From an optimization exercise on the open Yosys and OpenROAD flow, aimed at small area, a short achievable clock period and few clock cycles; shortcuts taken in it are not production practice. RTL that was checked went through simulation tests only; none was proved equivalent to the original. No functional check of the RTL was part of runs 2 to 4.

==> flow/design.v (outline; a module is shown in full before it is edited, if it fits) <==
// module SNN: 827 lines
module SNN(
	clk,
	rst_n,
	in_valid,
	img,
	ker,
	weight,
	out_valid,
	out_data
);
  // ...
==> flow/flow/run.sh <==
#!/bin/bash
# Layout flow: the standard synthesis and layout, with one extra step
# between them (flow/polarity.py) that removes inverters left between the
# full adders of the synthesized netlist (function unchanged, registers
# untouched), and buffers on the ports of a fixed cell type.
set -euo pipefail
R=orfs/results/${FLOW_PLATFORM}/SNN/base

bash standard.sh synth > synth.log 2>&1

cp "$R/1_2_yosys.v" 1_2_yosys_standard.v
python3 flow/polarity.py 1_2_yosys_standard.v "$R/1_2_yosys.v" flow/cellinfo.json > polarity.log 2>&1
touch "$R/1_2_yosys.v"

bash standard.sh 'BUFFER_PORTS_ARGS=-buffer_cell sky130_fd_sc_hd__buf_4' finish > layout.log 2>&1
==> flow/flow/cellinfo.json <==
{"pairs":{"and2_0":"nand2_1","nand2_1":"and2_0","nand2_2":"and2_0","nand2_4":"and2_0","and2_1":"nand2_1","and2_2":"nand2_2","and2_4":"nand2_4","and3_1":"nand3_1","nand3_1":"and3_1","nand3_2":"and3_1","nand3_4":"and3_1","and3_2":"nand3_2","and3_4":"nand3_4","and4_1":"nand4_1","nand4_1":"and4_1","nand4_2":"and4_1","nand4_4":"and4_1","and4_2":"nand4_2","and4_4":"nand4_4","or2_0":"nor2_1","nor2_1":"or2_0","nor2_2":"or2_0","nor2_4":"or2_0","or2_1":"nor2_1","or2_2":"nor2_2","or2_4":"nor2_4","or3_1":"nor3_1","nor3_1":"or3_1","nor3_2":"or3_1","nor3_4":"or3_1","or3_2":"nor3_2","or3_4":"nor3_4","or4_1":"nor4_1","nor4_1":"or4_1","nor4_2":"or4_1","nor4_4":"or4_1","or4_2":"nor4_2","or4_4":"nor4_4","xor2_1":"xnor2_1","xnor2_1":"xor2_1","xnor2_2":"xor2_1","xnor2_4":"xor2_1","xor2_2":"xnor2_2","xor2_4":"xnor2_4","a21o_1":"a21oi_1","a21oi_1":"a21o_1","a21oi_2":"a21o_1","a21oi_4":"a21o_1","a21o_2":"a21oi_2","a21o_4":"a21oi_4","a22o_1":"a22oi_1","a22oi_1":"a22o_1","a22oi_2":"a22o_1","a22oi_4":"a22o_1","a22o_2":"a22oi_2","a22o_4":"a22oi_4","a211o_1":"a211oi_1","a211oi_1":"a211o_1","a211oi_2":"a211o_1","a211oi_4":"a211o_1","a211o_2":"a211oi_2","a211o_4":"a211oi_4","a31o_1":"a31oi_1","a31oi_1":"a31o_1","a31oi_2":"a31o_1","a31oi_4":"a31o_1","a31o_2":"a31oi_2","a31o_4":"a31oi_4","a32o_1":"a32oi_1","a32oi_1":"a32o_1","a32oi_2":"a32o_1","a32oi_4":"a32o_1","a32o_2":"a32oi_2","a32o_4":"a32oi_4","a41o_1":"a41oi_1","a41oi_1":"a41o_1","a41oi_2":"a41o_1","a41oi_4":"a41o_1","a41o_2":"a41oi_2","a41o_4":"a41oi_4","a221o_1":"a221oi_1","a221oi_1":"a221o_1","a221oi_2":"a221o_1","a221oi_4":"a221o_1","a221o_2":"a221oi_2","a221o_4":"a221oi_4","a311o_1":"a311oi_1","a311oi_1":"a311o_1","a311oi_2":"a311o_1","a311oi_4":"a311o_1","a311o_2":"a311oi_2","a311o_4":"a311oi_4","a2111o_1":"a2111oi_1","a2111oi_0":"a2111o_1","a2111oi_1":"a2111o_1","a2111oi_2":"a2111o_1","a2111oi_4":"a2111o_1","a2111o_2":"a2111oi_2","a2111o_4":"a2111oi_4","o21a_1":"o21ai_1","o21ai_0":"o21a_1","o21ai_1":"o21a_1","o21ai_2":"o21a_1","o21ai_4":"o21a_1","o21a_2":"o21ai_2","o21a_4":"o21ai_4","o22a_1":"o22ai_1","o22ai_1":"o22a_1","o22ai_2":"o22a_1","o22ai_4":"o22a_1","o22a_2":"o22ai_2","o22a_4":"o22ai_4","o211a_1":"o211ai_1","o211ai_1":"o211a_1","o211ai_2":"o211a_1","o211ai_4":"o211a_1","o211a_2":"o211ai_2","o211a_4":"o211ai_4","o31a_1":"o31ai_1","o31ai_1":"o31a_1","o31ai_2":"o31a_1","o31ai_4":"o31a_1","o31a_2":"o31ai_2","o31a_4":"o31ai_4","o32a_1":"o32ai_1","o32ai_1":"o32a_1","o32ai_2":"o32a_1","o32ai_4":"o32a_1","o32a_2":"o32ai_2","o32a_4":"o32ai_4","o41a_1":"o41ai_1","o41ai_1":"o41a_1","o41ai_2":"o41a_1","o41ai_4":"o41a_1","o41a_2":"o41ai_2","o41a_4":"o41ai_4","o221a_1":"o221ai_1","o221ai_1":"o221a_1","o221ai_2":"o221a_1","o221ai_4":"o221a_1","o221a_2":"o221ai_2","o221a_4":"o221ai_4","o311a_1":"o311ai_1","o311ai_0":"o311a_1","o311ai_1":"o311a_1","o311ai_2":"o311a_1","o311ai_4":"o311a_1","o311a_2":"o311ai_2","o311a_4":"o311ai_4","o2111a_1":"o2111ai_1","o2111ai_1":"o2111a_1","o2111ai_2":"o2111a_1","o2111ai_4":"o2111a_1","o2111a_2":"o2111ai_2","o2111a_4":"o2111ai_4","mux2_1":"mux2i_1","mux2i_1":"mux2_1","mux2i_2":"mux2_1","mux2i_4":"mux2_1","mux2_2":"mux2i_2","mux2_4":"mux2i_4","nor2b_1":"or2b_1","or2b_1":"nor2b_1","or2b_2":"nor2b_1","or2b_4":"nor2b_1","nor2b_2":"or2b_2","nor2b_4":"or2b_4","nand2b_1":"and2b_1","and2b_1":"nand2b_1","and2b_2":"nand2b_1","and2b_4":"nand2b_1","nand2b_2":"and2b_2","nand2b_4":"and2b_4","nor3b_1":"or3b_1","or3b_1":"nor3b_1","or3b_2":"nor3b_1","or3b_4":"nor3b_1","nor3b_2":"or3b_2","nor3b_4":"or3b_4","nand3b_1":"and3b_1","and3b_1":"nand3b_1","and3b_2":"nand3b_1","and3b_4":"nand3b_1","nand3b_2":"and3b_2","nand3b_4":"and3b_4","nor4b_1":"or4b_1","or4b_1":"nor4b_1","or4b_2":"nor4b_1","or4b_4":"nor4b_1","nor4b_2":"or4b_2","nor4b_4":"or4b_4","nand4b_1":"and4b_1","and4b_1":"nand4b_1","and4b_2":"nand4b_1","and4b_4":"nand4b_1","nand4b_2":"and4b_2","nand4b_4":"and4b_4","a21boi_0":"a21bo_1","a21bo_1":"a21boi_0","a21bo_2":"a21boi_0","a21bo_4":"a21boi_0","a21boi_1":"a21bo_1","a21boi_2":"a21bo_2","a21boi_4":"a21bo_4","o21bai_1":"o21ba_1","o21ba_1":"o21bai_1","o21ba_2":"o21bai_1","o21ba_4":"o21bai_1","o21bai_2":"o21ba_2","o21bai_4":"o21ba_4","a2bb2oi_1":"a2bb2o_1","a2bb2o_1":"a2bb2oi_1","a2bb2o_2":"a2bb2oi_1","a2bb2o_4":"a2bb2oi_1","a2bb2oi_2":"a2bb2o_2","a2bb2oi_4":"a2bb2o_4","o2bb2ai_1":"o2bb2a_1","o2bb2a_1":"o2bb2ai_1","o2bb2a_2":"o2bb2ai_1","o2bb2a_4":"o2bb2ai_1","o2bb2ai_2":"o2bb2a_2","o2bb2ai_4":"o2bb2a_4","xor3_1":"xnor3_1","xnor3_1":"xor3_1","xnor3_2":"xor3_1","xnor3_4":"xor3_1","xor3_2":"xnor3_2","xor3_4":"xnor3_4"},"area":{"o32ai_4":27.5264,"o21ai_2":8.7584,"and2_2":7.5072,"a311o_2":11.2608,"a21bo_4":16.2656,"a2111oi_4":27.5264,"o21ai_4":16.2656,"or2_0":6.256,"and3_2":7.5072,"a31oi_4":21.2704,"o2bb2a_4":20.0192,"o32a_1":10.0096,"o41a_1":11.2608,"nand4_1":6.256,"o41a_2":12.512,"o31a_2":10.0096,"and4b_1":10.0096,"mux2_4":15.0144,"a21boi_1":7.5072,"a311oi_2":15.0144,"o21a_4":15.0144,"o21ba_1":10.0096,"nand3_1":5.0048,"nand4b_4":23.7728,"fa_1":20.0192,"o311a_4":21.2704,"o2bb2a_1":10.0096,"and3_4":11.2608,"nand2_2":6.256,"o21a_1":7.5072,"or2b_2":8.7584,"a211o_1":8.7584,"o22a_1":8.7584,"xor3_2":25.024,"xor3_1":23.7728,"inv_8":11.2608,"nand3_4":17.5168,"a22oi_2":12.512,"o221ai_2":15.0144,"a221o_4":21.2704,"a21o_4":15.0144,"inv_4":6.256,"nor3b_2":12.512,"inv_6":8.7584,"and3_1":6.256,"o211ai_2":12.512,"a2111o_2":12.512,"and3b_4":12.512,"or2b_1":7.5072,"a2bb2o_1":10.0096,"a2111oi_0":8.7584,"o41ai_4":27.5264,"o2111a_2":12.512,"o211ai_1":7.5072,"xnor2_1":8.7584,"a31o_1":8.7584,"o311ai_1":8.7584,"o221a_1":11.2608,"a211oi_1":7.5072,"a221oi_1":8.7584,"o21ai_0":5.0048,"or3_2":7.5072,"o32a_4":22.5216,"or4b_4":13.7632,"mux2i_2":13.7632,"and3b_2":10.0096,"a21o_2":8.7584,"and4_2":10.0096,"or4_2":8.7584,"o311ai_2":16.2656,"o2111ai_1":8.7584,"a221oi_2":15.0144,"nand2b_1":6.256,"o221ai_4":26.2752,"nor3b_1":7.5072,"o31ai_2":12.512,"or3b_4":11.2608,"or3_4":11.2608,"a41oi_2":16.2656,"nand2b_2":8.7584,"xnor3_1":22.5216,"nor2b_2":8.7584,"o32a_2":11.2608,"and4b_4":13.7632,"a31o_2":8.7584,"o22ai_1":6.256,"a41oi_4":27.5264,"o221a_2":11.2608,"o221ai_1":8.7584,"a31o_4":17.5168,"and2b_2":8.7584,"or4_1":7.5072,"o2111ai_2":15.0144,"mux2_1":11.2608,"o2bb2a_2":11.2608,"and2_0":6.256,"a21boi_2":11.2608,"a21oi_1":5.0048,"nor4b_4":23.7728,"a211o_2":10.0096,"nand4b_2":15.0144,"a21oi_2":8.7584,"a32oi_4":27.5264,"o31ai_4":21.2704,"a2bb2oi_1":8.7584,"nand3b_4":20.0192,"a221o_2":11.2608,"o21ai_1":5.0048,"o21bai_1":7.5072,"or3b_1":8.7584,"nor3_2":10.0096,"nor4b_1":8.7584,"a21boi_4":18.768,"o31a_4":17.5168,"a22o_2":10.0096,"or3b_2":8.7584,"a32oi_2":16.2656,"a22oi_4":21.2704,"a2bb2o_4":20.0192,"o311ai_0":8.7584,"a2bb2oi_2":15.0144,"inv_1":3.7536,"o2111a_1":11.2608,"nor3_1":5.0048,"o32ai_1":8.7584,"nor2b_4":13.7632,"or4_4":11.2608,"a41oi_1":8.7584,"and4_4":11.2608,"a22oi_1":7.5072,"inv_2":3.7536,"nor2_2":6.256,"nand2_1":3.7536,"a22o_1":8.7584,"nor4b_2":15.0144,"and2_1":6.256,"a22o_4":17.5168,"inv_12":16.2656,"nand3b_2":11.2608,"o2bb2ai_1":8.7584,"nand4_4":21.2704,"xor2_4":27.5264,"o22a_2":10.0096,"o31a_1":8.7584,"o31ai_1":7.5072,"o2111ai_4":26.2752,"or4b_1":10.0096,"nor4_4":21.2704,"or2_1":6.256,"a32o_2":11.2608,"mux2i_1":10.0096,"o211ai_4":21.2704,"o21ba_2":10.0096,"and4_1":8.7584,"xnor3_4":26.2752,"a32o_4":21.2704,"or2b_4":11.2608,"a311oi_1":8.7584,"or4b_2":10.0096,"nor4_2":12.512,"a211o_4":17.5168,"o41ai_2":16.2656,"xor2_1":8.7584,"and3b_1":8.7584,"nor3_4":16.2656,"a311o_4":20.0192,"xnor2_4":27.5264,"a221oi_4":26.2752,"o22a_4":17.5168,"fa_4":27.5264,"o2111a_4":20.0192,"o221a_4":20.0192,"nand4b_1":8.7584,"a21boi_0":7.5072,"o41a_4":21.2704,"o22ai_4":20.0192,"xor2_2":16.2656,"or2_4":8.7584,"nand3b_1":7.5072,"mux2_2":11.2608,"nor2_1":3.7536,"a2111o_1":11.2608,"mux2i_4":22.5216,"a21oi_4":16.2656,"a311o_1":10.0096,"nor4_1":6.256,"and2b_1":7.5072,"nand2_4":11.2608,"o22ai_2":12.512,"a21bo_1":10.0096,"xnor3_2":23.7728,"a2111oi_1":10.0096,"o311a_2":11.2608,"o211a_2":10.0096,"a2111oi_2":15.0144,"a221o_1":10.0096,"inv_16":20.0192,"a2111o_4":21.2704,"o2bb2ai_2":15.0144,"a21o_1":7.5072,"o21ba_4":16.2656,"a211oi_4":20.0192,"a32o_1":10.0096,"xnor2_2":16.2656,"a41o_2":11.2608,"o211a_1":10.0096,"o41ai_1":8.7584,"xor3_4":27.5264,"o32ai_2":16.2656,"or2_2":6.256,"a32oi_1":8.7584,"or3_1":6.256,"fa_2":22.5216,"a41o_1":10.0096,"and4b_2":11.2608,"nand4_2":12.512,"a31oi_2":12.512,"o311ai_4":26.2752,"and2_4":8.7584,"nor2_4":11.2608,"o311a_1":10.0096,"a31oi_1":6.256,"o21bai_2":11.2608,"nor2b_1":6.256,"a311oi_4":26.2752,"nor3b_4":18.768,"a21bo_2":10.0096,"o2bb2ai_4":27.5264,"a211oi_2":12.512,"a2bb2o_2":11.2608,"nand2b_4":13.7632,"nand3_2":10.0096,"o21bai_4":18.768,"a41o_4":21.2704,"a2bb2oi_4":26.2752,"o21a_2":8.7584,"and2b_4":10.0096,"o211a_4":17.5168}}
==> flow/flow/polarity.py <==
#!/usr/bin/env python3
"""Inverter clean-up on the synthesized gate netlist.

Yosys extracts full adders with mixed input/output polarity, which leaves
inverters between adders. A full adder is self-dual (complementing all three
inputs complements both outputs), so each adder may be flipped; a gate with a
complementary twin of the same pins (and2/nand2, a21o/a21oi, ...) may be
swapped. This picks flips and swaps greedily to need as few inverters as
possible, then rebuilds one inverter per signal whose complement is used.
The function of every output and register input is unchanged.

usage: polarity.py in.v out.v cellinfo.json
"""
import re, sys, json

src, dst, info_file = sys.argv[1:4]
info = json.load(open(info_file))
PAIRS, AREA = info['pairs'], info['area']
PFX = 'sky130_fd_sc_hd__'
OUTPINS = {'X', 'Y', 'Q', 'Q_N', 'SUM', 'COUT', 'HI', 'LO', 'GCLK'}
INV = AREA.get('inv_1', 3.7536)

text = open(src).read()
m = re.search(r'^\s*module\s+(\S+)\s*\((.*?)\);', text, re.S | re.M)
body_start = m.end()
endm = text.rindex('endmodule')
body = text[body_start:endm]

cell_re = re.compile(r'^\s*(\S+)\s+(\S+)\s*\((.*?)\);\s*$', re.S | re.M)
decl_re = re.compile(r'^\s*(input|output|inout|wire)\b([^;]*);\s*$', re.M)
pin_re = re.compile(r'\.(\w+)\(\s*(.*?)\s*\)\s*(?:,|$)', re.S)

decls = []
ports = set()
for dm in decl_re.finditer(body):
    kind, rest = dm.group(1), dm.group(2).strip()
    rng = re.match(r'(\[[^\]]*\])\s*(.*)', rest)
    name = rng.group(2) if rng else rest
    decls.append((kind, rest, name.strip()))
    if kind != 'wire':
        ports.add(name.strip())

cells = []   # [type, name, {pin: net}]
rest_body = decl_re.sub('', body)
for cm in cell_re.finditer(rest_body):
    typ, name, pins = cm.group(1), cm.group(2), cm.group(3)
    pm = dict((p, n.strip()) for p, n in pin_re.findall(pins + ','))
    cells.append([typ, name, pm])

def base_name(net):
    n = net.lstrip('\\').strip()
    return re.sub(r'\[\d+\]$', '', n)

def pinned(net):
    return base_name(net) in ports or net.startswith("1'b") or net.startswith("1'h")

def short(t):
    return t[len(PFX):] if t.startswith(PFX) else t

driver = {}
for ci, (typ, name, pm) in enumerate(cells):
    for p, n in pm.items():
        if p in OUTPINS:
            driver[n] = (ci, p)

def is_inv(ci):
    t = short(cells[ci][0])
    return (t.startswith('inv_') or t.startswith('clkinv_')) and not pinned(cells[ci][2]['Y'])

def resolve(net):
    par = 0
    seen = 0
    while net in driver and is_inv(driver[net][0]) and seen < 100:
        net = cells[driver[net][0]][2]['A']
        par ^= 1
        seen += 1
    return net, par

# uses: list of [cell index, pin, signal, parity]; cell index -1 = output port
uses = []
for ci, (typ, name, pm) in enumerate(cells):
    if is_inv(ci):
        continue
    for p, n in pm.items():
        if p in OUTPINS:
            continue
        s, par = resolve(n)
        uses.append([ci, p, s, par])

sig_uses = {}
for ui, u in enumerate(uses):
    sig_uses.setdefault(u[2], []).append(ui)

def is_fa(ci):
    return short(cells[ci][0]).startswith('fa_')

def swappable(s):
    if s not in driver or pinned(s):
        return None
    ci, p = driver[s]
    t = short(cells[ci][0])
    if t in PAIRS and not is_inv(ci):
        return ci
    return None

def sig_cost(s):
    us = sig_uses.get(s, [])
    n1 = sum(uses[u][3] for u in us)
    n0 = len(us) - n1
    sw = swappable(s)
    c = INV if n1 else 0.0
    if sw is not None:
        t = short(cells[sw][0])
        da = AREA.get(PAIRS[t], 1e9) - AREA.get(t, 0)
        c = min(c, da + (INV if n0 else 0.0))
    return c

fa_in = {}
fa_out = {}
for ci, (typ, name, pm) in enumerate(cells):
    if is_fa(ci):
        fa_out[ci] = [pm['SUM'], pm['COUT']]
for ui, u in enumerate(uses):
    if is_fa(u[0]):
        fa_in.setdefault(u[0], []).append(ui)

def flip(ci):
    for ui in fa_in.get(ci, []):
        uses[ui][3] ^= 1
    for s in fa_out[ci]:
        for ui in sig_uses.get(s, []):
            uses[ui][3] ^= 1

def touched(ci):
    ss = set(uses[ui][2] for ui in fa_in.get(ci, []))
    ss |= set(fa_out[ci])
    return ss

before = sum(sig_cost(s) for s in sig_uses)
for it in range(50):
    changed = 0
    for ci in fa_out:
        ss = touched(ci)
        old = sum(sig_cost(s) for s in ss)
        flip(ci)
        new = sum(sig_cost(s) for s in ss)
        if new < old - 1e-9:
            changed += 1
        else:
            flip(ci)
    if not changed:
        break
after = sum(sig_cost(s) for s in sig_uses)

# materialize
old_inv = sum(1 for ci in range(len(cells)) if is_inv(ci))
remove = set(ci for ci in range(len(cells)) if is_inv(ci))
new_cells = []
new_wires = []
k = 0
for s, us in sig_uses.items():
    n1 = sum(uses[u][3] for u in us)
    n0 = len(us) - n1
    sw = swappable(s)
    if sw is not None:
        t = short(cells[sw][0])
        da = AREA.get(PAIRS[t], 1e9) - AREA.get(t, 0)
        if da + (INV if n0 else 0.0) < (INV if n1 else 0.0) - 1e-9:
            typ, name, pm = cells[sw]
            nt = PAIRS[t]
            op = [p for p in pm if p in OUTPINS][0]
            npm = {}
            newop = 'Y' if op == 'X' else 'X'
            for p, n in pm.items():
                npm[newop if p == op else p] = n
            cells[sw] = [PFX + nt, name, npm]
            for u in us:
                uses[u][3] ^= 1
            n0, n1 = n1, n0
    if n1:
        k += 1
        wn = f"polinv_n{k}"
        new_wires.append(wn)
        new_cells.append([PFX + 'inv_1', f"polinv_{k}", {'A': s, 'Y': wn}])
        for u in us:
            if uses[u][3]:
                uses[u].append(wn)
    for u in us:
        if not uses[u][3]:
            uses[u].append(s)
for u in uses:
    ci, p = u[0], u[1]
    cells[ci][2][p] = u[4]

def fmt(net):
    return net + ' ' if net.startswith('\\') else net

kept = [c for ci, c in enumerate(cells) if ci not in remove] + new_cells
used = set()
for typ, name, pm in kept:
    used |= set(pm.values())
out = [text[:body_start], '\n']
for kind, rest, name in decls:
    if kind == 'wire' and name not in used and base_name(name) not in ports:
        # keep bus declarations and anything still referenced
        if not any(u.startswith(name + '[') or u == name for u in used):
            continue
    out.append(f"  {kind} {rest} ;\n")
for w in new_wires:
    out.append(f"  wire {w};\n")
for typ, name, pm in kept:
    pins = ",\n".join(f"    .{p}({fmt(n)})" for p, n in pm.items())
    out.append(f"  {typ} {name} (\n{pins}\n  );\n")
out.append(text[endm:])
open(dst, 'w').write(''.join(out))
print(f"polarity: inverters {old_inv} -> {len(new_cells)}, cost {before:.1f} -> {after:.1f}", file=sys.stderr)
==> flow/standard.sh <==
#!/bin/bash
# synth_recipe.tcl (not shown) runs the flow's synth.tcl, then flattens the netlist and writes it again
# the make line also repeats each setting of config.mk as NAME=value (left out here)
make -C /OpenROAD-flow-scripts/flow DESIGN_CONFIG=/design/flow/config.mk WORK_HOME=/design/flow/orfs CLKGATE_MAP_FILE= SYNTH_SCRIPT=/design/flow/synth_recipe.tcl "${@:-finish}"
==> flow/config.mk <==
export PLATFORM = sky130hd
export DESIGN_NAME = SNN
export DESIGN_NICKNAME = SNN
export VERILOG_FILES = /design/flow/design.v
export SDC_FILE = /design/flow/constraint.sdc
export NUM_CORES = 4
export LEC_CHECK = 0
export CAP_MARGIN = 20
export CORE_MARGIN = 2
export CORE_UTILIZATION = 40
export SLEW_MARGIN = 20
==> flow/constraint.sdc <==
create_clock -name core_clock -period 34.0 [get_ports {clk}]
set_input_delay 6.8000 -clock core_clock [delete_from_list [all_inputs] [get_ports {clk}]]
set_output_delay 6.8000 -clock core_clock [all_outputs]
set_load 0.01 [all_outputs]
==> results.yml, run 1 <==
setup_path:
  critPathTopFamily: "adder cells"
  r2r-end: "s_r[18]"
  worstReg2RegStart: "fq"
  cp-start-kind: "register"
  critPathLaunch: "fq"
  cp_data_arrival_time_ns: 8.56
  critPathCaptureType: "register"
  cpPeakStageDelay_ns: 0.90
clock_network:
  cts_hold_buf: 0
  cts_resized: 0
  tritoncts: "yes"
  cts_buffer_depth: 3
  numCtsBuffers: 42
sta:
  setup_viol: 0
  finalCritPeriodShare: 0.238
  fin_crit_ns: 8.08
final_layout:
  seq_area_um2: 8820
  mostFrequentLayoutCell: "fa_1"
  largest_reg_flops: 120
  diodes: 1
logic_synthesis:
  synthCells: 2576
  syn-cell-area_um2: 30300
min_path:
  hold_path_class: "register to register"
  worstHoldStart: "lb[26]"
place:
  gp_congestion: 1.01
route:
  drcViolationCount: 0
  routed-via-count: 19900
  ant_nets: 0
global_route:
  grt_max_degree: 49
  use_met1: 0.309
floorplanning:
  tap_cells: 969
status:
  outcome: "finished clean"
Testbench counts, summed over its fixed seeds: cycles 24,960.
==> run 2, diff against run 1 <==
--- a/flow/design.v
+++ b/flow/design.v
@@ -36,32 +36,33 @@
 always @(posedge clk) if (cnt < 7'd4) wr <= {weight, wr[31:8]};
 reg [8:0] fz;
 reg fc_nx;   
-reg fq;      
-reg fr;      
+reg [1:0] fe_nx;  
 always @(*) begin
+	fc_nx = 1'b1;
 	case (cnt_nx)
-	7'd31, 7'd32, 7'd38, 7'd39, 7'd67, 7'd68, 7'd74, 7'd75: fc_nx = 1'b1;
-	default: fc_nx = 1'b0;
+	7'd31, 7'd67: fe_nx = 2'd0;
+	7'd32, 7'd68: fe_nx = 2'd1;
+	7'd38, 7'd74: fe_nx = 2'd2;
+	7'd39, 7'd75: fe_nx = 2'd3;
+	default: begin fc_nx = 1'b0; fe_nx = 2'd0; end
 	endcase
 end
+reg s_kr, s_w0, s_w1;    
+reg s_lb, s_ps, s_pc;    
 integer k;
 always @(posedge clk) begin
 	for (k = 0; k < 9; k = k + 1) fz[k] <= fc_nx | (cnt_nx == k + 1);
-	case (cnt_nx)
-	7'd32, 7'd68: begin fq <= 1'b1; fr <= 1'b0; end
-	7'd38, 7'd74: begin fq <= 1'b0; fr <= 1'b1; end
-	7'd39, 7'd75: begin fq <= 1'b1; fr <= 1'b1; end
-	default:      begin fq <= 1'b0; fr <= 1'b0; end
-	endcase
+	s_kr <= !fc_nx;
+	s_w0 <= fc_nx && !fe_nx[0];
+	s_w1 <= fc_nx &&  fe_nx[0];
+	s_lb <= !fc_nx;
+	s_ps <= fc_nx && !fe_nx[1];
+	s_pc <= fc_nx &&  fe_nx[1];
 end
 reg  [7:0] pc0, pc1;    
 reg  [7:0] ps0, ps1;    
-wire [7:0] wa = fq ? wr[15:8]  : wr[7:0];
-wire [7:0] wb = fq ? wr[31:24] : wr[23:16];
-wire [7:0] pa = fr ? pc0 : ps0;
-wire [7:0] pb = fr ? pc1 : ps1;
-wire [7:0] ko0 = fz[0] ? wa : kr[7:0];
-wire [7:0] ko1 = fz[1] ? wb : kr[15:8];
+wire [7:0] ko0 = ({8{s_kr}} & kr[7:0])  | ({8{s_w0}} & wr[7:0])   | ({8{s_w1}} & wr[15:8]);
+wire [7:0] ko1 = ({8{s_kr}} & kr[15:8]) | ({8{s_w0}} & wr[23:16]) | ({8{s_w1}} & wr[31:24]);
 wire [7:0] ko2 = kr[23:16] & {8{~fz[2]}};
 wire [7:0] ko3 = kr[31:24] & {8{~fz[3]}};
 wire [7:0] ko4 = kr[39:32] & {8{~fz[4]}};
@@ -69,8 +70,8 @@
 wire [7:0] ko6 = kr[55:48] & {8{~fz[6]}};
 wire [7:0] ko7 = kr[63:56] & {8{~fz[7]}};
 wire [7:0] ko8 = kr[71:64] & {8{~fz[8]}};
-wire [7:0] po0 = fz[0] ? pa : lb[119:112];
-wire [7:0] po1 = fz[1] ? pb : lb[111:104];
+wire [7:0] po0 = ({8{s_lb}} & lb[119:112]) | ({8{s_ps}} & ps0) | ({8{s_pc}} & pc0);
+wire [7:0] po1 = ({8{s_lb}} & lb[111:104]) | ({8{s_ps}} & ps1) | ({8{s_pc}} & pc1);
 wire [7:0] po2 = lb[103:96];
 wire [7:0] po3 = lb[71:64];
 wire [7:0] po4 = lb[63:56];
@@ -243,9 +244,9 @@
 assign {cm324, cm323} = cm109 + cm111 + cm113;
 assign {cm326, cm325} = cm115 + cm117 + cm119;
 assign {cm328, cm327} = cm121 + cm123 + cm92;
-assign {cm330, cm329} = cm94 + cm96 + cm137;
-assign {cm332, cm331} = cm125 + cm127 + cm129;
-assign {cm334, cm333} = cm131 + cm133 + cm135;
+assign {cm330, cm329} = cm94 + cm96 + cm125;
+assign {cm332, cm331} = cm127 + cm129 + cm131;
+assign {cm334, cm333} = cm133 + cm137 + cm135;
 assign {cm336, cm335} = (ko1[7] & po1[2]) + cm16 + cm12;
 assign {cm338, cm337} = cm14 + cm100 + cm102;
 assign {cm340, cm339} = cm104 + cm106 + cm108;
@@ -258,8 +259,8 @@
 assign {cm354, cm353} = cm157 + cm159 + cm161;
 assign {cm356, cm355} = cm163 + cm165 + cm126;
 assign {cm358, cm357} = cm128 + cm130 + cm132;
-assign {cm360, cm359} = cm134 + cm138 + cm136;
-assign {cm362, cm361} = cm167 + cm169 + cm171;
+assign {cm360, cm359} = cm134 + cm138 + cm167;
+assign {cm362, cm361} = cm169 + cm171 + cm136;
 assign {cm364, cm363} = (ko8[5] & po8[5]) + (ko8[6] & po8[4]) + (ko8[7] & po8[3]);
 assign {cm366, cm365} = (ko0[3] & po0[7]) + (ko0[4] & po0[6]) + (ko0[5] & po0[5]);
 assign {cm368, cm367} = (ko0[6] & po0[4]) + (ko0[7] & po0[3]) + (ko1[3] & po1[7]);
@@ -322,8 +323,8 @@
 assign {cm482, cm481} = cm27 + cm29 + cm31;
 assign {cm484, cm483} = cm33 + cm229 + cm231;
 assign {cm486, cm485} = cm233 + cm235 + cm237;
-assign {cm488, cm487} = cm239 + cm241 + cm251;
-assign {cm490, cm489} = cm243 + cm245;
+assign {cm488, cm487} = cm239 + cm241 + cm243;
+assign {cm490, cm489} = cm245 + cm247;
 assign {cm492, cm491} = cm230 + cm232 + cm234;
 assign {cm494, cm493} = cm236 + cm238 + cm240;
 assign {cm496, cm495} = cm242 + cm57 + cm59;
@@ -356,10 +357,10 @@
 assign {cm550, cm549} = cm337 + cm339 + cm341;
 assign {cm552, cm551} = cm343 + cm318 + cm320;
 assign {cm554, cm553} = cm322 + cm324 + cm326;
-assign {cm556, cm555} = cm328 + cm345 + cm347;
-assign {cm558, cm557} = cm349 + cm351 + cm353;
-assign {cm560, cm559} = cm330 + cm355 + cm357;
-assign {cm562, cm561} = cm332 + cm359 + cm334;
+assign {cm556, cm555} = cm328 + cm345 + cm330;
+assign {cm558, cm557} = cm332 + cm347 + cm349;
+assign {cm560, cm559} = cm351 + cm353 + cm355;
+assign {cm562, cm561} = cm357 + cm334 + cm359;
 assign {cm564, cm563} = cm363 + cm365 + cm367;
 assign {cm566, cm565} = cm369 + cm336 + cm338;
 assign {cm568, cm567} = cm340 + cm342 + cm344;
@@ -367,8 +368,8 @@
 assign {cm572, cm571} = cm375 + cm377 + cm379;
 assign {cm574, cm573} = cm348 + cm350 + cm352;
 assign {cm576, cm575} = cm354 + cm356 + cm358;
-assign {cm578, cm577} = cm381 + cm383 + cm385;
-assign {cm580, cm579} = cm387 + cm360 + cm389;
+assign {cm578, cm577} = cm360 + cm362 + cm381;
+assign {cm580, cm579} = cm383 + cm385 + cm387;
 assign {cm582, cm581} = cm364 + cm391 + cm393;
 assign {cm584, cm583} = cm395 + cm397 + cm399;
 assign {cm586, cm585} = cm401 + cm366 + cm368;
@@ -385,7 +386,7 @@
 assign {cm608, cm607} = cm419 + cm421 + cm423;
 assign {cm610, cm609} = cm425 + cm427 + cm429;
 assign {cm612, cm611} = cm431 + cm404 + cm406;
-assign {cm614, cm613} = cm408 + cm410 + cm433;
+assign {cm614, cm613} = cm408 + cm433 + cm410;
 assign {cm616, cm615} = cm412 + cm414 + cm416;
 assign {cm618, cm617} = (ko2[6] & po2[7]) + (ko2[7] & po2[6]) + (ko3[6] & po3[7]);
 assign {cm620, cm619} = (ko3[7] & po3[6]) + (ko4[6] & po4[7]) + (ko4[7] & po4[6]);
@@ -416,7 +417,7 @@
 assign {cm670, cm669} = cm459 + cm461 + cm463;
 assign {cm672, cm671} = cm465 + cm467 + cm469;
 assign {cm674, cm673} = cm458 + cm460 + cm462;
-assign {cm676, cm675} = cm464 + cm247 + cm249;
+assign {cm676, cm675} = cm464 + cm249 + cm251;
 assign {cm678, cm677} = cm466 + cm468 + cm473;
 assign {cm680, cm679} = cm475 + cm477 + cm470;
 assign {cm682, cm681} = cm472 + cm489 + cm479;
@@ -424,47 +425,47 @@
 assign {cm686, cm685} = cm474 + cm476 + cm478;
 assign {cm688, cm687} = cm491 + cm493 + cm480;
 assign {cm690, cm689} = cm482 + cm484 + cm486;
-assign {cm692, cm691} = cm490 + cm277 + cm495;
-assign {cm694, cm693} = cm497 + cm488 + cm499;
+assign {cm692, cm691} = cm490 + cm488 + cm277;
+assign {cm694, cm693} = cm495 + cm497 + cm499;
 assign {cm696, cm695} = cm501 + cm503 + cm505;
 assign {cm698, cm697} = cm492 + cm494 + cm496;
-assign {cm700, cm699} = cm498 + cm500 + cm303;
-assign {cm702, cm701} = cm509 + cm511 + cm502;
-assign {cm704, cm703} = cm504 + cm513 + cm506;
-assign {cm706, cm705} = cm515 + cm508 + cm517;
-assign {cm708, cm707} = cm519 + cm521 + cm523;
+assign {cm700, cm699} = cm498 + cm500 + cm502;
+assign {cm702, cm701} = cm504 + cm303 + cm509;
+assign {cm704, cm703} = cm511 + cm513 + cm506;
+assign {cm706, cm705} = cm515 + cm517 + cm519;
+assign {cm708, cm707} = cm508 + cm521 + cm523;
 assign {cm710, cm709} = cm510 + cm512 + cm514;
-assign {cm712, cm711} = cm516 + cm527 + cm529;
-assign {cm714, cm713} = cm518 + cm520 + cm333;
-assign {cm716, cm715} = cm522 + cm524 + cm526;
-assign {cm718, cm717} = cm531 + cm533 + cm535;
-assign {cm720, cm719} = cm537 + cm539 + cm541;
+assign {cm712, cm711} = cm516 + cm518 + cm520;
+assign {cm714, cm713} = cm527 + cm529 + cm333;
+assign {cm716, cm715} = cm522 + cm531 + cm533;
+assign {cm718, cm717} = cm535 + cm537 + cm524;
+assign {cm720, cm719} = cm526 + cm539 + cm541;
 assign {cm722, cm721} = cm528 + cm530 + cm361;
-assign {cm724, cm723} = cm545 + cm532 + cm534;
-assign {cm726, cm725} = cm536 + cm538 + cm540;
-assign {cm728, cm727} = cm542 + cm547 + cm549;
-assign {cm730, cm729} = cm551 + cm553 + cm555;
+assign {cm724, cm723} = cm532 + cm534 + cm536;
+assign {cm726, cm725} = cm538 + cm545 + cm547;
+assign {cm728, cm727} = cm549 + cm551 + cm553;
+assign {cm730, cm729} = cm540 + cm542 + cm555;
 assign {cm732, cm731} = cm557 + cm559 + cm544;
-assign {cm734, cm733} = cm362 + cm546 + cm563;
-assign {cm736, cm735} = cm565 + cm567 + cm548;
-assign {cm738, cm737} = cm550 + cm552 + cm554;
-assign {cm740, cm739} = cm556 + cm558 + cm569;
-assign {cm742, cm741} = cm571 + cm573 + cm575;
-assign {cm744, cm743} = cm560 + cm562 + cm577;
-assign {cm746, cm745} = cm417 + cm581 + cm583;
-assign {cm748, cm747} = cm585 + cm564 + cm566;
-assign {cm750, cm749} = cm568 + cm587 + cm589;
-assign {cm752, cm751} = cm591 + cm570 + cm572;
-assign {cm754, cm753} = cm574 + cm576 + cm578;
-assign {cm756, cm755} = cm593 + cm595 + cm597;
+assign {cm734, cm733} = cm389 + cm546 + cm563;
+assign {cm736, cm735} = cm548 + cm550 + cm552;
+assign {cm738, cm737} = cm554 + cm565 + cm567;
+assign {cm740, cm739} = cm556 + cm569 + cm571;
+assign {cm742, cm741} = cm573 + cm575 + cm558;
+assign {cm744, cm743} = cm560 + cm577 + cm579;
+assign {cm746, cm745} = cm564 + cm417 + cm581;
+assign {cm748, cm747} = cm583 + cm585 + cm566;
+assign {cm750, cm749} = cm568 + cm587 + cm570;
+assign {cm752, cm751} = cm572 + cm574 + cm576;
+assign {cm754, cm753} = cm589 + cm591 + cm593;
+assign {cm756, cm755} = cm595 + cm597 + cm578;
 assign {cm758, cm757} = cm599 + cm418 + cm601;
 assign {cm760, cm759} = cm603 + cm605 + cm582;
-assign {cm762, cm761} = cm584 + cm586 + cm607;
-assign {cm764, cm763} = cm609 + cm611 + cm588;
+assign {cm762, cm761} = cm584 + cm586 + cm588;
+assign {cm764, cm763} = cm607 + cm609 + cm611;
 assign {cm766, cm765} = cm590 + cm592 + cm613;
-assign {cm768, cm767} = cm615 + cm594 + cm596;
-assign {cm770, cm769} = cm432 + cm617 + cm619;
-assign {cm772, cm771} = cm621 + cm623 + cm434;
+assign {cm768, cm767} = cm594 + cm596 + cm598;
+assign {cm770, cm769} = cm432 + cm434 + cm617;
+assign {cm772, cm771} = cm619 + cm621 + cm623;
 assign {cm774, cm773} = cm600 + cm625 + cm627;
 assign {cm776, cm775} = cm602 + cm604 + cm606;
 assign {cm778, cm777} = cm629 + cm631 + cm608;
@@ -484,49 +485,49 @@
 assign {cm806, cm805} = cm453 + cm649 + cm659;
 assign {cm808, cm807} = cm651 + cm653;
 assign {cm810, cm809} = cm650 + cm652 + cm660;
-assign {cm812, cm811} = cm654 + cm661 + cm656;
-assign {cm814, cm813} = cm658 + cm663 + cm471;
+assign {cm812, cm811} = cm654 + cm661 + cm663;
+assign {cm814, cm813} = cm656 + cm658 + cm471;
 assign {cm816, cm815} = cm665 + cm667 + cm669;
 assign {cm818, cm817} = cm662 + cm664 + cm666;
-assign {cm820, cm819} = cm668 + cm673 + cm670;
-assign {cm822, cm821} = cm487 + cm675 + cm672;
-assign {cm824, cm823} = cm677 + cm679 + cm681;
-assign {cm826, cm825} = cm674 + cm676 + cm685;
-assign {cm828, cm827} = cm678 + cm680 + cm682;
-assign {cm830, cm829} = cm684 + cm687 + cm689;
+assign {cm820, cm819} = cm668 + cm670 + cm673;
+assign {cm822, cm821} = cm487 + cm675 + cm677;
+assign {cm824, cm823} = cm679 + cm672 + cm681;
+assign {cm826, cm825} = cm674 + cm676 + cm678;
+assign {cm828, cm827} = cm680 + cm685 + cm687;
+assign {cm830, cm829} = cm689 + cm682 + cm684;
 assign {cm832, cm831} = cm507 + cm691 + cm693;
 assign {cm834, cm833} = cm686 + cm688 + cm690;
-assign {cm836, cm835} = cm692 + cm697 + cm694;
-assign {cm838, cm837} = cm525 + cm699 + cm701;
+assign {cm836, cm835} = cm697 + cm692 + cm694;
+assign {cm838, cm837} = cm699 + cm525 + cm701;
 assign {cm840, cm839} = cm703 + cm696 + cm705;
 assign {cm842, cm841} = cm698 + cm700 + cm702;
 assign {cm844, cm843} = cm709 + cm704 + cm543;
 assign {cm846, cm845} = cm711 + cm706 + cm713;
-assign {cm848, cm847} = cm715 + cm717 + cm708;
+assign {cm848, cm847} = cm715 + cm708 + cm717;
 assign {cm850, cm849} = cm710 + cm712 + cm561;
-assign {cm852, cm851} = cm714 + cm721 + cm723;
+assign {cm852, cm851} = cm721 + cm714 + cm723;
 assign {cm854, cm853} = cm716 + cm718 + cm725;
 assign {cm856, cm855} = cm727 + cm720 + cm729;
-assign {cm858, cm857} = cm579 + cm722 + cm724;
+assign {cm858, cm857} = cm562 + cm722 + cm724;
 assign {cm860, cm859} = cm733 + cm735 + cm737;
 assign {cm862, cm861} = cm726 + cm728 + cm739;
-assign {cm864, cm863} = cm730 + cm741 + cm732;
+assign {cm864, cm863} = cm730 + cm732 + cm741;
 assign {cm866, cm865} = cm580 + cm745 + cm734;
-assign {cm868, cm867} = cm736 + cm738 + cm747;
+assign {cm868, cm867} = cm747 + cm736 + cm738;
 assign {cm870, cm869} = cm749 + cm751 + cm740;
 assign {cm872, cm871} = cm742 + cm753 + cm744;
-assign {cm874, cm873} = cm598 + cm746 + cm757;
-assign {cm876, cm875} = cm759 + cm748 + cm761;
+assign {cm874, cm873} = cm615 + cm757 + cm759;
+assign {cm876, cm875} = cm746 + cm748 + cm761;
 assign {cm878, cm877} = cm763 + cm750 + cm752;
 assign {cm880, cm879} = cm765 + cm767 + cm754;
 assign {cm882, cm881} = cm769 + cm771 + cm616;
-assign {cm884, cm883} = cm773 + cm775 + cm758;
-assign {cm886, cm885} = cm760 + cm762 + cm777;
+assign {cm884, cm883} = cm773 + cm758 + cm760;
+assign {cm886, cm885} = cm775 + cm762 + cm777;
 assign {cm888, cm887} = cm764 + cm779 + cm766;
 assign {cm890, cm889} = cm781 + cm783 + cm785;
 assign {cm892, cm891} = cm630 + cm632 + cm787;
-assign {cm894, cm893} = cm770 + cm772 + cm789;
-assign {cm896, cm895} = cm774 + cm776 + cm778;
+assign {cm894, cm893} = cm770 + cm772 + cm774;
+assign {cm896, cm895} = cm789 + cm776 + cm778;
 assign {cm898, cm897} = (ko2[0] & po2[0]) + (ko3[0] & po3[0]) + (ko4[0] & po4[0]);
 assign {cm900, cm899} = (ko5[0] & po5[0]) + (ko6[0] & po6[0]);
 assign {cm902, cm901} = (ko0[0] & po0[1]) + (ko0[1] & po0[0]) + (ko1[0] & po1[1]);
@@ -538,37 +539,37 @@
 assign {cm914, cm913} = cm796 + cm801 + cm798;
 assign {cm916, cm915} = cm800 + cm655 + cm657;
 assign {cm918, cm917} = cm803 + cm807 + cm805;
-assign {cm920, cm919} = cm802 + cm804 + cm806;
-assign {cm922, cm921} = cm808 + cm809 + cm811;
+assign {cm920, cm919} = cm802 + cm804 + cm808;
+assign {cm922, cm921} = cm806 + cm809 + cm811;
 assign {cm924, cm923} = cm671 + cm813 + cm815;
-assign {cm926, cm925} = cm810 + cm812 + cm814;
-assign {cm928, cm927} = cm817 + cm683 + cm819;
+assign {cm926, cm925} = cm810 + cm812 + cm817;
+assign {cm928, cm927} = cm814 + cm683 + cm819;
 assign {cm930, cm929} = cm816 + cm821 + cm823;
 assign {cm932, cm931} = cm818 + cm820 + cm825;
 assign {cm934, cm933} = cm822 + cm695 + cm827;
-assign {cm936, cm935} = cm829 + cm824 + cm831;
+assign {cm936, cm935} = cm824 + cm829 + cm831;
 assign {cm938, cm937} = cm826 + cm833 + cm828;
-assign {cm940, cm939} = cm830 + cm835 + cm832;
+assign {cm940, cm939} = cm830 + cm832 + cm835;
 assign {cm942, cm941} = cm707 + cm837 + cm839;
-assign {cm944, cm943} = cm834 + cm836 + cm841;
-assign {cm946, cm945} = cm838 + cm719 + cm843;
+assign {cm944, cm943} = cm834 + cm836 + cm838;
+assign {cm946, cm945} = cm841 + cm719 + cm843;
 assign {cm948, cm947} = cm840 + cm845 + cm847;
-assign {cm950, cm949} = cm842 + cm844 + cm731;
-assign {cm952, cm951} = cm849 + cm846 + cm851;
+assign {cm950, cm949} = cm842 + cm731 + cm844;
+assign {cm952, cm951} = cm846 + cm849 + cm851;
 assign {cm954, cm953} = cm848 + cm853 + cm855;
-assign {cm956, cm955} = cm743 + cm850 + cm852;
-assign {cm958, cm957} = cm857 + cm859 + cm854;
-assign {cm960, cm959} = cm861 + cm856 + cm863;
+assign {cm956, cm955} = cm743 + cm850 + cm857;
+assign {cm958, cm957} = cm852 + cm859 + cm854;
+assign {cm960, cm959} = cm856 + cm861 + cm863;
 assign {cm962, cm961} = cm755 + cm858 + cm865;
-assign {cm964, cm963} = cm860 + cm867 + cm862;
-assign {cm966, cm965} = cm869 + cm864 + cm871;
+assign {cm964, cm963} = cm860 + cm867 + cm869;
+assign {cm966, cm965} = cm862 + cm864 + cm871;
 assign {cm968, cm967} = cm756 + cm873 + cm866;
 assign {cm970, cm969} = cm868 + cm875 + cm877;
 assign {cm972, cm971} = cm870 + cm879 + cm872;
 assign {cm974, cm973} = cm768 + cm881 + cm883;
 assign {cm976, cm975} = cm874 + cm885 + cm876;
 assign {cm978, cm977} = cm878 + cm887 + cm880;
-assign {cm980, cm979} = cm889 + cm891 + cm780;
+assign {cm980, cm979} = cm889 + cm780 + cm891;
 assign {cm982, cm981} = cm882 + cm893 + cm884;
 assign {cm984, cm983} = cm895 + cm886 + cm888;
 assign {cm986, cm985} = cm782 + cm784 + cm786;
@@ -579,29 +580,29 @@
 assign {cm996, cm995} = cm901 + cm905;
 assign {cm998, cm997} = cm902 + cm906 + cm904;
 assign {cm1000, cm999} = cm907 + cm909 + cm911;
-assign {cm1002, cm1001} = cm908 + cm910 + cm912;
-assign {cm1004, cm1003} = cm913 + cm915 + cm917;
+assign {cm1002, cm1001} = cm908 + cm910 + cm913;
+assign {cm1004, cm1003} = cm912 + cm915 + cm917;
 assign {cm1006, cm1005} = cm914 + cm916 + cm919;
 assign {cm1008, cm1007} = cm918 + cm921 + cm923;
 assign {cm1010, cm1009} = cm920 + cm922 + cm925;
-assign {cm1012, cm1011} = cm924 + cm927 + cm929;
+assign {cm1012, cm1011} = cm927 + cm924 + cm929;
 assign {cm1014, cm1013} = cm926 + cm928 + cm931;
-assign {cm1016, cm1015} = cm933 + cm930 + cm935;
+assign {cm1016, cm1015} = cm930 + cm933 + cm935;
 assign {cm1018, cm1017} = cm932 + cm937 + cm934;
-assign {cm1020, cm1019} = cm939 + cm936 + cm941;
+assign {cm1020, cm1019} = cm936 + cm939 + cm941;
 assign {cm1022, cm1021} = cm938 + cm940 + cm943;
 assign {cm1024, cm1023} = cm945 + cm942 + cm947;
-assign {cm1026, cm1025} = cm944 + cm946 + cm949;
+assign {cm1026, cm1025} = cm944 + cm949 + cm946;
 assign {cm1028, cm1027} = cm951 + cm948 + cm953;
-assign {cm1030, cm1029} = cm950 + cm952 + cm955;
+assign {cm1030, cm1029} = cm950 + cm955 + cm952;
 assign {cm1032, cm1031} = cm957 + cm954 + cm959;
 assign {cm1034, cm1033} = cm956 + cm961 + cm958;
 assign {cm1036, cm1035} = cm963 + cm960 + cm965;
-assign {cm1038, cm1037} = cm967 + cm962 + cm969;
-assign {cm1040, cm1039} = cm964 + cm966 + cm971;
+assign {cm1038, cm1037} = cm962 + cm967 + cm969;
+assign {cm1040, cm1039} = cm964 + cm971 + cm966;
 assign {cm1042, cm1041} = cm973 + cm968 + cm975;
-assign {cm1044, cm1043} = cm970 + cm977 + cm972;
-assign {cm1046, cm1045} = cm979 + cm974 + cm981;
+assign {cm1044, cm1043} = cm970 + cm972 + cm977;
+assign {cm1046, cm1045} = cm979 + cm981 + cm974;
 assign {cm1048, cm1047} = cm976 + cm983 + cm978;
 assign {cm1050, cm1049} = cm985 + cm987 + cm980;
 assign {cm1052, cm1051} = cm982 + cm989 + cm984;
@@ -610,7 +611,7 @@
 assign {cm1058, cm1057} = cm992 + cm903 + cm993;
 assign {cm1060, cm1059} = cm994 + cm996 + cm997;
 assign {cm1062, cm1061} = cm998 + cm1001 + cm1000;
-assign {cm1064, cm1063} = cm1002 + cm1005 + cm1004;
+assign {cm1064, cm1063} = cm1002 + cm1004 + cm1005;
 assign {cm1066, cm1065} = cm1006 + cm1009 + cm1008;
 assign {cm1068, cm1067} = cm1010 + cm1013 + cm1012;
 assign {cm1070, cm1069} = cm1014 + cm1017 + cm1016;
@@ -627,7 +628,7 @@
 assign {cm1092, cm1091} = cm1056 + cm995 + cm1057;
 assign {cm1094, cm1093} = cm1058 + cm1059 + cm999;
 assign {cm1096, cm1095} = cm1060 + cm1003 + cm1061;
-assign {cm1098, cm1097} = cm1062 + cm1063 + cm1007;
+assign {cm1098, cm1097} = cm1062 + cm1007 + cm1063;
 assign {cm1100, cm1099} = cm1064 + cm1011 + cm1065;
 assign {cm1102, cm1101} = cm1066 + cm1015 + cm1067;
 assign {cm1104, cm1103} = cm1068 + cm1019 + cm1069;
@@ -806,9 +807,10 @@
 	if (st4 && e4 == 2'd3) fa3 <= f;
 end
 wire [7:0] fa_sel = (e4 == 2'd0) ? fa0 : (e4 == 2'd1) ? fa1 : (e4 == 2'd2) ? fa2 : fa3;
-wire [7:0] d = (fa_sel > f) ? fa_sel - f : f - fa_sel;
+wire [8:0] diff = {1'b0, fa_sel} - {1'b0, f};
+wire       neg = diff[8];
 reg  [9:0] dacc;
-wire [9:0] dsum = (fst4 ? 10'd0 : dacc) + {2'b00, d};
+wire [9:0] dsum = (fst4 ? 10'd0 : dacc) + {2'b00, diff[7:0] ^ {8{neg}}} + {9'd0, neg};
 always @(posedge clk) begin
 	if (ac4) dacc <= dsum;
 end
==> run 2 against run 1 <==
Compared with the run above: still clean on timing, DRC and antenna; via count decreased by 2.6%; global-route usage about the same; wire length about the same; sequential cell count increased by 1; non-clock buffer count increased by 7; highest routed layer is now met5.
==> results.yml, run 2 <==
global_route:
  grt_remaining_overflow: 0
  grt_pass1_wl_um: 139000
  antenna_found_initial: 1
  grt_util_all_layers: 0.248
  grt_pass1_vias: 21400
  grt_max_degree: 61
sta:
  finalMaxSlewViolations: 0
  fin_crit_ns: 8.16
  fmax_mhz: 123
  setup_tns_ns: 0
  setup_slack_ns: 25.84
  hold_ws_ns: 0.311
  maxSlewHeadroom: 0.253
  rsz0062_at_grt: "false"
  finalHoldViolations: 0
  worstMarginPinSlew_ns: 1.12
  setup_viol: 0
  fin_worst_skew_ns: 0.0338
  finalCritPeriodShare: 0.240
clock_network:
  postCtsSetupRepairBufs: 0
  cts_hold_buf: 0
  cts.clk_slew.worst_paths_ns: 0.07
  clock_latency_ns: 0.59
  cts_htree_levels: 2
  cts_resized: 0
  tritoncts: "yes"
  clkSinkCount: 348
  numCtsBuffers: 40
  root_buffer: "clkbuf_16"
  cts_buffer_depth: 3
floorplanning:
  start_util: 0.406
  rows: 99
  die_area_um2: 76600
  core_area_um2: 73300
  die_w_um: 277
  pin_count: 38
  die_h_um: 277
logic_synthesis:
  synth-warning-count: 1
  syn_nets: 3269
  avgSynthCellArea_um2: 11.9
  syn-cell-area_um2: 29700
  synthCells: 2504
setup_path:
  ff2ff_path_depth: 20
  slowest_stage: "nor2b_1"
  cp_data_required_time_ns: 34.49
  path_class: "register to register"
  crit_fanout: 8
  cp-start-kind: "register"
  crit_chain: "nor2b_1 -> nand2_1 -> fa_1 -> fa_1 -> fa_1 -> fa_1 -> fa_1 -> fa_1 -> fa_1 -> fa_1 -> fa_1 -> inv_1 -> ha_1 -> a21oi_1 -> inv_1 -> a2111o_1 -> inv_1 -> o31ai_1 -> a21oi_1 -> xnor2_1"
  cp.depth: 20
  cp_data_arrival_time_ns: 8.64
  worst-path-buf-inv: 3
  path_common_cell: "fa_1"
  critPathTopFamily: "adder cells"
  critPathCaptureType: "register"
  cpPeakStageDelay_ns: 0.77
  regToRegSetupSlack_ns: 25.84
final_layout:
  reg_top3: "lb (120), kr (72), wr (32)"
  largest_reg_flops: 120
  mostFrequentLayoutCell: "fa_1"
  finalInstanceArea_um2: 32600
  fin_nets: 3342
  synthToLayoutAreaGrowth_pct: 9.58
  diodes: 0
  final_cell_mix: "fa_1 (610), nand2_1 (589), inv_1 (209)"
  largest_register: "lb"
  drive_gt1_frac: 0.0567
route:
  avgRoutedWirePerCell_um: 25.9
  drt_wl_total_um: 92500
  routed-via-count: 19400
  drcViolationCount: 0
  drtIter0Drc: 1660
  ant_nets: 0
  via_per_inst: 5.43
  firstDrtPassIters: 5
status:
  outcome: "finished clean"
min_path:
  hold_path_class: "register to register"
  hold_depth: 0
place:
  port_buffers: 37
  post-place-ws_ns: 25.59
  placed_area_um2: 31300
  gp_congestion: 1.02
  dpl.hpwl_um: 77200
job:
  maxCapViolations: 0
-- run 2: per-layer routing --
metal	vias up	GRT usage	wire, um
met5	-	0	16
met4	2	0.142	6050
met3	206	0.0456	6410
met2	806	0.412	45000
met1	10100	0.304	35000
li1	8231	-	-
-- run 2: area by class of cell --
type	instances	area, um^2
Clock buffer	53	1090
Clock inverter	21	239
Fill cell	6829	40700
Inverter	209	785
Multi-Input combinational cell	1917	20000
Sequential cell	348	8840
Tap cell	959	1200
Timing Repair Buffer	61	458
-- run 2: worst paths after layout --
| check | start | to |
|---|---|---|
| max | fz[3] | s_r[18] |
| min | lb[41] | lb[49] |
| max reg2reg | fz[3] | s_r[18] |
| min reg2reg | lb[41] | lb[49] |
| max in group asynchronous | rst_n | cnt[1] |
| min in group asynchronous | rst_n | out_data[5] |
-- run 2: per-stage QoR --
step | cells | utilization
floorplan | 2504 | -
global placement | 3493 | 0.426
detailed placement | 3493 | 0.426
CTS | 3567 | 0.444
global route | 3568 | 0.444
finish | 3568 | 0.444
==> run 3, diff against run 2 <==
==> flow/flow/run.sh (replaced) <==
#!/bin/bash
# Layout flow: the standard synthesis and layout, with one extra step
# between them (flow/polarity.py) that removes inverters left between the
# full adders of the synthesized netlist (function unchanged, registers
# untouched), buffers on the ports of a fixed cell type, and timing repair
# aimed at a 7.9 ns period (the clock stays at the design's period).
set -euo pipefail
R=orfs/results/${FLOW_PLATFORM}/SNN/base

bash standard.sh synth > synth.log 2>&1

cp "$R/1_2_yosys.v" 1_2_yosys_standard.v
python3 flow/polarity.py 1_2_yosys_standard.v "$R/1_2_yosys.v" flow/cellinfo.json > polarity.log 2>&1
touch "$R/1_2_yosys.v"

bash standard.sh 'BUFFER_PORTS_ARGS=-buffer_cell sky130_fd_sc_hd__buf_4' SETUP_SLACK_MARGIN=26.1 finish > layout.log 2>&1
==> run 3 against run 2 <==
Compared with the run above: critical endpoint is now out_data[3]; maximum frequency up 3.1%; largest cell class unchanged; final cell count shrank 0.11%; wire length up 0.15%; hold slack got worse by 0.0025 ns; utilization increased by 0.24 points; count of clock-buffer cells in the layout up 1; via count is 0.53% lower; critical path type is now register to output port; still clean; register-to-register slack better by 0.45 ns.
==> results.yml, run 3 <==
status:
  outcome: "finished clean"
global_route:
  grt_pass1_vias: 21200
  grt_util_all_layers: 0.247
  antenna_found_initial: 0
  grt_pass1_wl_um: 138000
  grt_max_degree: 64
  grt_remaining_overflow: 0
setup_path:
  regToRegSetupSlack_ns: 26.29
  cp-start-kind: "register"
  cpPeakStageDelay_ns: 0.39
  path_class: "register to output port"
  ff2ff_path_depth: 22
  crit_fanout: 1
  critPathTopFamily: "flip-flops"
  r2r-end: "s_r[19]"
  worstReg2RegStart: "s_lb"
  slowest_stage: "dfrtp_1"
  cp.depth: 1
  worst-path-buf-inv: 1
  cp_data_required_time_ns: 27.20
  cp_data_arrival_time_ns: 1.11
  crit_chain: "buf_6"
  critPathCaptureType: "output port"
sta:
  setup_slack_ns: 26.09
  finalMaxSlewViolations: 0
  worstMarginPinSlew_ns: 1.02
  maxSlewHeadroom: 0.320
  fin_worst_skew_ns: 0.0266
  finalCritPeriodShare: 0.233
  setup_tns_ns: 0
  fin_crit_ns: 7.91
  fmax_mhz: 126
  finalHoldViolations: 0
  setup_viol: 0
  rsz0062_at_grt: "true"
route:
  ant_nets: 0
  drcViolationCount: 0
  drtIter0Drc: 1642
  routed-via-count: 19300
  drt_wl_total_um: 92600
  via_per_inst: 5.41
  firstDrtPassIters: 5
  avgRoutedWirePerCell_um: 26.0
min_path:
  worstHoldStart: "lb[40]"
  min_to: "lb[48]"
  hold_depth: 0
  hold_path_class: "register to register"
floorplanning:
  rows: 99
  core_area_um2: 73300
  start_util: 0.406
  die_h_um: 277
  pin_count: 38
  die_area_um2: 76600
  die_w_um: 277
final_layout:
  reg_top3: "lb (120), kr (72), wr (32)"
  synthToLayoutAreaGrowth_pct: 10.2
  mostFrequentLayoutCell: "fa_1"
  drive_gt1_frac: 0.0722
  fill_cells: 6704
  fin_nets: 3337
  multiInputGateArea_um2: 20100
  final_cell_mix: "fa_1 (610), nand2_1 (589), inv_1 (209)"
  largest_register: "lb"
  largest_reg_flops: 120
  seq_area_um2: 8840
  diodes: 0
logic_synthesis:
  synthCells: 2504
  avgSynthCellArea_um2: 11.9
  syn_nets: 3269
  synth-warning-count: 1
  syn-cell-area_um2: 29700
clock_network:
  postCtsSetupRepairBufs: 0
  root_buffer: "clkbuf_16"
  cts.clk_slew.worst_paths_ns: 0.08
  cts_hold_buf: 0
  cts_htree_levels: 2
  numCtsBuffers: 41
  clkSinkCount: 348
  clock_latency_ns: 0.60
  cts_resized: 12
  tritoncts: "yes"
  cts_buffer_depth: 3
job:
  maxCapViolations: 0
place:
  gp_congestion: 1.02
  post-place-ws_ns: 25.71
  port_buffers: 37
  dpl.hpwl_um: 77600
[run 3: worst max path at each step]
stage,end,startpoint
6_report,out_data[3],out_data[3]
5_1_grt,s_r[18],fz[6]
4_1_cts,out_data[3],out_data[3]
3_5_place_dp,fz[6],in_valid
3_3_place_gp,fz[8],in_valid
2_1_floorplan,fz[3],in_valid
[run 3: area by class of cell]
cell class                 instances  share of cell area
multi-input combinational       1917               0.613
clock buffer                      54              0.0352
timing repair buffer              55              0.0139
sequential                       348               0.270
tap                              959              0.0366
inverter                         209              0.0239
clock inverter                    22             0.00710
[run 3: routing by layer]
metal  global-route usage  vias up  part of all wire
met4                0.129        0             0.063
met2                0.417      796              0.49
met3               0.0357      193             0.064
met5                    0        -                 0
met1                0.308    10100              0.38
li1                     -     8217                 -
[run 3: stage by stage]
stage / utilization / instance area (um^2) / hold slack [ns] / cells
after floorplan: - / 29800 / 0.310 / 2504
after global placement: 0.426 / 31200 / 0.310 / 3488
after detailed placement: 0.426 / 31200 / 0.312 / 3488
after CTS: 0.446 / 32700 / 0.317 / 3564
after global routing: 0.447 / 32800 / 0.325 / 3564
final: 0.447 / 32800 / 0.308 / 3564
[run 3: worst register-to-register path, cell delays in order, from the launching register on]
cell and delay, ns:
dfxtp_1 0.29, buf_4 0.24, a22oi_1 0.54, nand2_1 0.34, nand2_1 0.17, fa_1 0.45, fa_1 0.49, fa_1 0.49
fa_1 0.59, fa_1 0.46, fa_1 0.51, fa_1 0.45, fa_1 0.50, fa_1 0.56, inv_1 0.06, ha_1 0.33
a21o_1 0.18, a21o_1 0.21, nand3_1 0.10, nand2_1 0.07, a31oi_1 0.20, a311oi_1 0.17, a22o_1 0.21
==> run 4, diff against run 3 <==
--- a/flow/config.mk
+++ b/flow/config.mk
@@ -7,5 +7,6 @@
 export LEC_CHECK = 0
 export CAP_MARGIN = 20
 export CORE_MARGIN = 2
-export CORE_UTILIZATION = 40
+export CORE_UTILIZATION = 65
+export PLACE_DENSITY = 0.75
 export SLEW_MARGIN = 20
==> run 4 against run 3 <==
Compared with the run above: first-iteration DRC count grew 27%; count of clock-buffer cells in the layout shrank 7; sequential share of layout area grew 0.46 points; wire length shrank 1.7%; setup slack gained 0.026 ns; critical endpoint is now out_data[0].
==> results.yml, run 4 <==
job:
  maxCapViolations: 0
final_layout:
  final_cell_mix: "fa_1 (610), nand2_1 (589), inv_1 (209)"
  drive_gt1_frac: 0.0625
  largest_register: "lb"
  fin_nets: 3343
  multiInputGateArea_um2: 20000
  mostFrequentLayoutCell: "fa_1"
  synthToLayoutAreaGrowth_pct: 8.27
  reg_top3: "lb (120), kr (72), wr (32)"
  largest_reg_flops: 120
  fin_cells: 3208
  diodes: 0
  fill_cells: 3194
  seq_area_um2: 8840
route:
  firstDrtPassIters: 6
  drcViolationCount: 0
  ant_nets: 0
  routed-via-count: 20000
  drt_wl_total_um: 91100
  via_per_inst: 6.23
  avgRoutedWirePerCell_um: 28.4
  drtIter0Drc: 2084
floorplanning:
  rows: 78
  core_area_um2: 45300
  die_area_um2: 47500
  die_w_um: 218
  start_util: 0.657
  pin_count: 38
  die_h_um: 218
clock_network:
  root_buffer: "clkbuf_16"
  clock_latency_ns: 0.58
  cts_buffer_depth: 3
  tritoncts: "yes"
  cts_htree_levels: 2
  numCtsBuffers: 38
  cts.clk_slew.worst_paths_ns: 0.06
  clkSinkCount: 348
sta:
  fin_worst_skew_ns: 0.0301
  rsz0062_at_grt: "true"
  setup_viol: 0
  fin_crit_ns: 7.88
  setup_slack_ns: 26.12
  fmax_mhz: 127
  finalMaxSlewViolations: 0
  finalCritPeriodShare: 0.232
  finalHoldViolations: 0
  worstMarginPinSlew_ns: 1.12
  maxSlewHeadroom: 0.253
  setup_tns_ns: 0
logic_synthesis:
  synth-warning-count: 1
  syn-cell-area_um2: 29700
  avgSynthCellArea_um2: 11.9
  syn_nets: 3269
  synthCells: 2504
global_route:
  busiest_layer: "met2"
  grt_remaining_overflow: 0
  use_met1: 0.500
  grt_max_degree: 65
  grt_pass1_vias: 21800
  gr-usage-met3: 0.0674
  grt_util_all_layers: 0.407
  grt_pass1_wl_um: 137000
  antenna_found_initial: 1
  grt_util_met2: 0.656
setup_path:
  cp_data_required_time_ns: 27.20
  path_class: "register to output port"
  slowest_stage: "dfrtp_1"
  cpPeakStageDelay_ns: 0.39
  cp-start-kind: "register"
  worst-path-buf-inv: 1
  cp_data_arrival_time_ns: 1.08
  critPathTopFamily: "flip-flops"
  critPathCaptureType: "output port"
  crit_fanout: 1
  crit_chain: "buf_6"
place:
  gp_congestion: 1.10
  dpl.hpwl_um: 74800
  post-place-ws_ns: 25.82
  port_buffers: 37
  dpl.cell_count: 3136
status:
  outcome: "finished clean"
min_path:
  hold_path_class: "register to register"
run 4: through the flow:
stage	hold slack, ns	area, um^2	util
2_1_floorplan	0.310	29800	-
3_3_place_gp	0.310	30800	0.681
3_5_place_dp	0.312	30800	0.681
4_1_cts	0.326	32200	0.710
5_1_grt	0.326	32200	0.711
6_report	0.325	32200	0.711
run 4: routing by layer:
layer / vias up / wire length, um
met1: 10200 / 31600
met2: 1165 / 43300
met4: 0 / 8600
met5: - / 0
met3: 337 / 7660
li1: 8226 / -
run 4: final cells by class:
class | instances | area share
clock buffers | 47 | 0.0328
clock inverters | 23 | 0.00758
inverters | 209 | 0.0244
multi-input cells | 1917 | 0.622
flip-flops and latches | 348 | 0.274
well taps | 600 | 0.0233
repair buffers | 64 | 0.0155
run 4: worst register-to-register path: cells and delay by family (launching register included):
| kind | cells | cell delay [ns] |
|---|---|---|
| fa+ha+maj | 10 | 4.86 |
| compound gates | 5 | 1.11 |
| simple gates | 2 | 0.97 |
| flops | 1 | 0.61 |
| xor+xnor | 1 | 0.13 |
| buf+inv | 2 | 0.12 |
run 4: path summary, 6_finish.rpt:
check	from	endpoint	slack, ns	cells past startpoint
max	out_data[0]	out_data[0]	26.12	1
min	lb[46]	lb[54]	0.33	0
max reg2reg	fz[7]	s_r[18]	26.16	20
min reg2reg	lb[46]	lb[54]	0.33	0
max in group asynchronous	rst_n	cnt[5]	27.72	1
min in group asynchronous	rst_n	out_data[1]	6.09	1
run 4: timing repair:
| action | 4_1_cts | 5_1_grt |
|---|---|---|
| endpoints found under the setup margin | 8 | 13 |
| pin swaps | 0 | 1 |
| setup buffers | 0 | 2 |
| resized for setup | 5 | 10 |
| hold buffers | 0 | 0 |

[afterwards: timing with drivers on the ports]
The results above use ideal ports. As a check the final layouts listed here were re-extracted and re-timed, cells and wires unchanged.
Step 1 (the two cells are an assumption about what drives the block):
set clk [get_ports {clk}]
set_driving_cell -lib_cell sky130_fd_sc_hd__clkbuf_16 $clk
set_driving_cell -lib_cell sky130_fd_sc_hd__buf_2 [delete_from_list [all_inputs] $clk]
Step 2 times the ports against the registers' clock, not the clock port: input delays grow and output delays shrink by t, the midpoint of the rising clock arrivals with the driver on.
Three values: ideal ports, drivers, drivers and shift; two values: the first two.
| run | t, ns | setup slack, ns | worst setup path after step 2 |
|---|---|---|---|
| run 1 | 0.641 | 25.922 / 25.922 / 25.739 | input to register |
| run 2 | 0.637 | 25.845 / 25.845 / 25.510 | input to register |
| run 3 | 0.649 | 26.090 / 26.024 / 25.653 | input to register |
| run 4 | 0.625 | 26.116 / 26.054 / 25.765 | input to register |
After both steps every run listed still meets setup and hold. For run 3, which loses most, drivers alone change the setup slack by -0.066 ns; drivers and shift together by -0.437 ns.
